This design comes from an exercise in tuning for small area, a short achievable clock period and few clock cycles on the open sky130 flow, not from production work.
The RTL was checked by simulation tests, not by an equivalence proof against the original design.
Power and IR drop assume default switching activity.

$ cat flow/config.mk
export PLATFORM = sky130hd
export DESIGN_NAME = LBP
export DESIGN_NICKNAME = LBP
export VERILOG_FILES = /design/flow/design.v
export SDC_FILE = /design/flow/constraint.sdc
export NUM_CORES = 4
export LEC_CHECK = 0
export CAP_MARGIN = 20
export CORE_MARGIN = 2
export CORE_UTILIZATION = 40
export SLEW_MARGIN = 20
$ cat flow/constraint.sdc
create_clock -name core_clock -period 5.0 [get_ports {clk}]
set_input_delay 1.0000 -clock core_clock [delete_from_list [all_inputs] [get_ports {clk}]]
set_output_delay 1.0000 -clock core_clock [all_outputs]
set_load 0.01 [all_outputs]
$ cat flow/design.v
`timescale 1ns/10ps
module LBP ( clk, reset, gray_addr, gray_req, gray_ready, gray_data, lbp_addr, lbp_valid, lbp_data, finish);
input   	clk;
input   	reset;
output  reg [13:0] 	gray_addr;
output  reg        	gray_req;
input   	gray_ready;
input   [7:0] 	gray_data;
output  reg [13:0] 	lbp_addr;
output  reg     	lbp_valid;
output  reg [7:0] 	lbp_data;
output  reg     	finish;
reg [2:0] curt_state;
reg [2:0] next_state;
reg [7:0] addr_counter_x;
reg [7:0] addr_counter_y;
reg [13:0] pixel_addr;
reg [13:0] next_gray_addr;
reg [8:0] result;
reg first_flag;
reg [7:0] image_buffer[8:0];
reg result_buffer[8:0];
reg [7:0] image_buffer_counter;
localparam READ = 0;
localparam OTHER_READ = 1;
localparam CAL = 2;
localparam MOVE = 3;
localparam WRITE_OUT = 4; 
localparam DONE = 5; 
always @( * )  
begin 
    case ( curt_state )
        READ : 
        begin            
            if( pixel_addr == 16383)
                next_state = DONE;
            if( pixel_addr <= 128 || pixel_addr[6:0] == 127 || pixel_addr[6:0] == 0 || pixel_addr >= 16256)
                next_state = WRITE_OUT;
            else
            begin
                if ( image_buffer_counter == 9 )
                    next_state = MOVE;
                else     
                    next_state = READ;
            end
        end
        MOVE : 
        begin
            next_state = WRITE_OUT;
        end
        WRITE_OUT : 
        begin
            if ( pixel_addr == 16383 )
                next_state = DONE;
            else if ( pixel_addr < 128 || pixel_addr[6:0] == 127 || pixel_addr >= 16256)
                next_state = WRITE_OUT;
            else
                next_state = READ;
        end
        DONE :
        begin
            next_state = DONE;
        end
        default :
        begin
            next_state = READ;
        end
    endcase    
end
always @( * ) 
begin
    case( image_buffer_counter )
        0 : next_gray_addr = pixel_addr - 129;
        1 : next_gray_addr = pixel_addr - 128;
        2 : next_gray_addr = pixel_addr - 127;
        3 : next_gray_addr = pixel_addr - 1  ;
        4 : next_gray_addr = pixel_addr      ;
        5 : next_gray_addr = pixel_addr + 1  ;
        6 : next_gray_addr = pixel_addr + 127; 
        7 : next_gray_addr = pixel_addr + 128;
        8 : next_gray_addr = pixel_addr + 129;
        default: next_gray_addr = 0;
	endcase
end
always @( * ) 
begin
    result_buffer[1] <= ( image_buffer[4] > image_buffer[1] ) ? 0:1;
    result_buffer[0] <= ( image_buffer[4] > image_buffer[0] ) ? 0:1;
    result_buffer[2] <= ( image_buffer[4] > image_buffer[2] ) ? 0:1;
    result_buffer[3] <= ( image_buffer[4] > image_buffer[3] ) ? 0:1;
    result_buffer[4] <= image_buffer[4];
    result_buffer[5] <= ( image_buffer[4] > image_buffer[5] ) ? 0:1;
    result_buffer[6] <= ( image_buffer[4] > image_buffer[6] ) ? 0:1;
    result_buffer[7] <= ( image_buffer[4] > image_buffer[7] ) ? 0:1;
    result_buffer[8] <= ( image_buffer[4] > image_buffer[8] ) ? 0:1;
end
always @( * ) 
begin
    if ( pixel_addr <= 128 || pixel_addr[6:0] == 127 || pixel_addr[6:0] == 0 || pixel_addr >= 16256)
        result <= 0;
    else 
        result <= {
            8'b0,
            result_buffer[8], 
            result_buffer[7], 
            result_buffer[6], 
            result_buffer[5], 
            result_buffer[3], 
            result_buffer[2], 
            result_buffer[1], 
            result_buffer[0]  
            };
end
always @( posedge clk or posedge reset)  
begin 
    if ( reset ) 
    begin     
        curt_state     <= 0; 
        addr_counter_x <= 0;
        addr_counter_y <= 0;
        gray_req       <= 0;
        gray_addr      <= 0;
        lbp_valid      <= 0;
        finish         <= 0;
        pixel_addr     <= 0;
        image_buffer_counter <= 0;
        first_flag <= 1;
    end 
    else 
    begin
        curt_state <= next_state; 
        case ( curt_state )
            READ : 
            begin
                lbp_valid <= 0;
                if( gray_ready == 1)
                begin                    
                    gray_req  <= 1;
                end  
                gray_addr <= next_gray_addr;
                if ( pixel_addr <= 128 || pixel_addr[6:0] == 127 || pixel_addr[6:0] == 0 || pixel_addr >= 16256)
                begin
                end
                else
                begin
                    image_buffer_counter <= image_buffer_counter + 1;   
                    if( gray_req )
                    begin      
                        image_buffer[image_buffer_counter - 1] <= gray_data;                         
                    end
                    if( image_buffer_counter == 9 )
                    begin
                        gray_req <= 0;
                        image_buffer_counter <= 0;
                    end
                end 
            end  
            WRITE_OUT : 
            begin                
                lbp_addr <= pixel_addr;
                lbp_data <= result;
                lbp_valid <= 1;
                pixel_addr <= pixel_addr + 1;
            end
            DONE : 
            begin
                finish <= 1;
            end
        endcase 
    end
end 
endmodule
$ cat flow/run.sh
#!/bin/bash
# synth_recipe.tcl (not shown) runs the flow's synth.tcl, then flattens the netlist and writes it again
# the make line also repeats each setting of config.mk as NAME=value (left out here)
make -C /OpenROAD-flow-scripts/flow DESIGN_CONFIG=/design/flow/config.mk WORK_HOME=/design/flow/orfs CLKGATE_MAP_FILE= SYNTH_SCRIPT=/design/flow/synth_recipe.tcl finish
==> reports/metrics.yaml <==
placement:
  hpwlAfterDp_um: 14200
  place.gp.congestion: 0.894
  dp_cells: 1032
  io_buffers: 49
  dpl_cell_area_um2: 8750
clock_tree:
  clock_path_buffers: 2
  root_buffer: "clkbuf_16"
  clk_latency_ns: 0.41
  numCtsBuffers: 17
  clkTransAtPathRegs_ns: 0.06
  cts_tree: "done"
  ctsResizeCount: 0
  ctsHtreeMaxLevel: 4
  cts.sinks: 136
  hold_buffers: 0
  post_cts_buffers: 0
worst_setup_path:
  r2r_cells: 11
  cp.arrival_ns: 3.96
  cp-end-kind: "flip-flop"
  path_max_fanout: 16
  path_class: "reg2reg"
  r2r_end: "gray_addr[12]"
  reg2reg_slack_ns: 1.38
  startpoint_type: "flip-flop"
  cp.required_ns: 5.33
  reg2reg_from: "image_buffer_counter[0]"
sta:
  final.min_clock_period_ns: 3.62
  finalSetupViolations: 0
  fmax_mhz: 276
  rsz0062_at_grt: "no"
  fin_skew_ns: 0.00786
  tightest_slew_ns: 0.833
  setup_tns_ns: 0
  slew_violations: 0
  relSlewSlack_pct: 44.2
  hold_viol_final: 0
  period_share_pct: 72.5
pwr:
  cellLeakagePower_nw: 3.99
  ir_drop_mv: 0.267
  powerDensity_nw_per_um2: 266
  p_total_w: 0.00248
die:
  die_y_um: 146
  core_um2: 19600
  die-area_um2: 21300
  num_rows: 51
  die_x_um: 146
  io_pins: 50
  start_util_pct: 41.1
synthesis:
  syn-num-nets: 843
  ys_ff_latch: 136
  ys_async_sr_fraction_pct: 30.9
  syn_inst: 743
  synth-edff-count: 94
  yosys_most_used_dff: "edfxtp_1"
  netlist_area_um2: 8040
  postSynthAreaPerCell_um2: 10.8
  seq_area_frac_synth_pct: 48.2
  synth_top_area_share_pct: 35.1
  synthDistinctLibCells: 70
  synth_area_leaders: "edfxtp_1, ha_1, dfrtp_1"
  yosys_warnings: 3
  yosysTopAreaCell: "edfxtp_1"
final_layout:
  layout.nets: 886
  design_area_um2: 9320
  multi_input_area_um2: 3760
  final_common_cell: "edfxtp_1"
  nFillCells: 1824
  drive_gt1_share_pct: 7.51
  instances_no_fill: 1064
  regArea_um2: 3870
  syn2layout_area_growth_pct: 15.9
  layout_common_cells: "edfxtp_1, ha_1, inv_1, a21oi_1, clkdlybuf4s50_1"
  n_antenna_cell: 0
  final_core_util_pct: 47.6
worst_hold_path:
  hold_path_end: "finish"
  hold_depth: 1
  hold_class: "reg2reg"
  min_from: "finish"
outcome:
  outcome: "timing/DRC/antenna clean"
route:
  viasPerCell: 5.39
  wirelength_um: 19500
  vias: 5733
  drt_iter0_drc: 358
  dr.pass1.iters: 5
  wl_per_cell_um: 18.3
  drc: 0
  ant_nets: 0
grt:
  track_usage_pct: 18.8
  first_global_vias: 5815
  antenna_found_initial: 0
  grt_pass1_wl_um: 31200
  grt_overflow: 0
  grt_max_degree: 43
flow_run:
  maxCapViolCount: 0
[layer usage]
metal / vias to the layer above / GRT usage [%] / share of wire, %
li1: 2783 / - / -
met4: 0 / 7.60 / 2.8
met1: 2762 / 23.3 / 43
met5: - / 0 / 0
met3: 36 / 3.57 / 3.9
met2: 152 / 32.1 / 50
[state kept, by name, summed over array words and instances, names as in the netlist]
| register | count |
|---|---|
| image_buffer | 72 |
| lbp_addr | 14 |
| pixel_addr | 14 |
| lbp_valid | 1 |
| finish | 1 |
| gray_req | 1 |
| gray_addr | 14 |
| lbp_data | 8 |
| curt_state | 3 |
| image_buffer_counter | 8 |
[worst max-delay path by stage]
stage	slack (ns)	startpoint	endpoint	cells past startpoint
after floorplan	1.65	reset	image_buffer[8][0]	5
after global placement	1.56	image_buffer_counter[0]	gray_addr[12]	11
after detailed placement	1.39	image_buffer_counter[0]	gray_addr[12]	11
after CTS	1.41	image_buffer_counter[0]	gray_addr[12]	11
after global routing	1.20	image_buffer_counter[0]	gray_addr[12]	11
final	1.38	image_buffer_counter[0]	gray_addr[12]	11
[area by class of cell]
| class | count | share of cell area [%] |
|---|---|---|
| clock buffer | 25 | 5.44 |
| clock inverter | 7 | 0.698 |
| inverter | 68 | 2.74 |
| multi-input combinational | 510 | 40.4 |
| sequential | 136 | 41.6 |
| tap | 265 | 3.56 |
| timing repair buffer | 53 | 5.59 |
[cell usage after synthesis, types with 3 or more instances]
cell type,n
a21oi_1,50
and3_1,11
nor2b_1,13
buf_2,13
and2_1,7
or2_2,10
clkbuf_1,12
nor4_1,4
a22o_1,6
nor4b_1,3
o22ai_1,4
a21o_1,24
o21ai_1,3
o211ai_1,4
or3_1,5
o21a_1,3
buf_6,3
o21ai_0,39
ha_1,88
a31oi_1,3
nor2_1,38
dfrtp_1,42
nand2b_1,17
xor2_1,20
edfxtp_1,94
nor3_1,11
nand4_1,23
nand2_1,38
nand3_1,16
a22oi_1,4
xnor2_1,19
inv_1,68
o21bai_1,3
[metrics by stage]
step           setup slack, ns  hold WS [ns]
6_report                  1.38         0.473
5_1_grt                   1.20         0.499
4_1_cts                   1.41         0.475
3_5_place_dp              1.39         0.458
3_3_place_gp              1.56         0.454
2_1_floorplan             1.65         0.420
[logic make-up (layout without fill, tap and decap cells)]
family                   Yosys count  after routing  synth area share, %
AO/OA/AOI/OAI                    166            166                 13.3
adder cells (fa/ha/maj)           89             89                 13.9
XOR/XNOR                          39             39                 4.25
flip-flops                       136            136                 48.2
buffers and inverters             97            153                 5.06
multiplexers                       4              4                0.529
AND/OR/NAND/NOR                  212            212                 14.7
[worst max-delay path: stages, from the launching register on]
cell      delay (ns)
dfrtp_1         0.45
ha_1            0.45
nor3_1          0.27
a21oi_1         0.06
or3_1           0.52
ha_1            0.39
a21oi_1         0.20
a21oi_1         0.15
o41a_1          0.43
a311oi_1        0.38
nand4b_1        0.14
o211ai_1        0.11
[power by group]
group	internal, W	total [W]	switching [W]
Combinational	0.0000174	0.0000461	0.0000287
Clock	0.000753	0.00122	0.000466
Sequential	0.00121	0.00121	0.00000209
Total	0.00198	0.00248	0.000497
Testbench counts, summed over its fixed seeds: cycles 3,440,664.

## re-timing with driven ports
Ports are ideal in the flow. The routed layout listed here was re-timed in OpenROAD.
Step 1: set_driving_cell puts a clkbuf_16 on clk and a buf_2 on each other input, an assumption about the parent block.
Step 2, shift: input delay + t, output delay - t, t = (earliest + latest rising clock arrival at the registers) / 2. This alone moves slack from input paths to output paths.
Slacks: ideal ports / drivers / drivers and shift; pairs: ideal ports / drivers.
t (ns): 0.449
setup WS [ns]: 1.376 / 1.376 / 1.376
worst hold slack (ns): 0.473 / 0.473 / 0.473
After both steps setup and hold are still met in this run. The setup slack of this run moves by 0.000 ns with the drivers and by 0.000 ns with both steps.
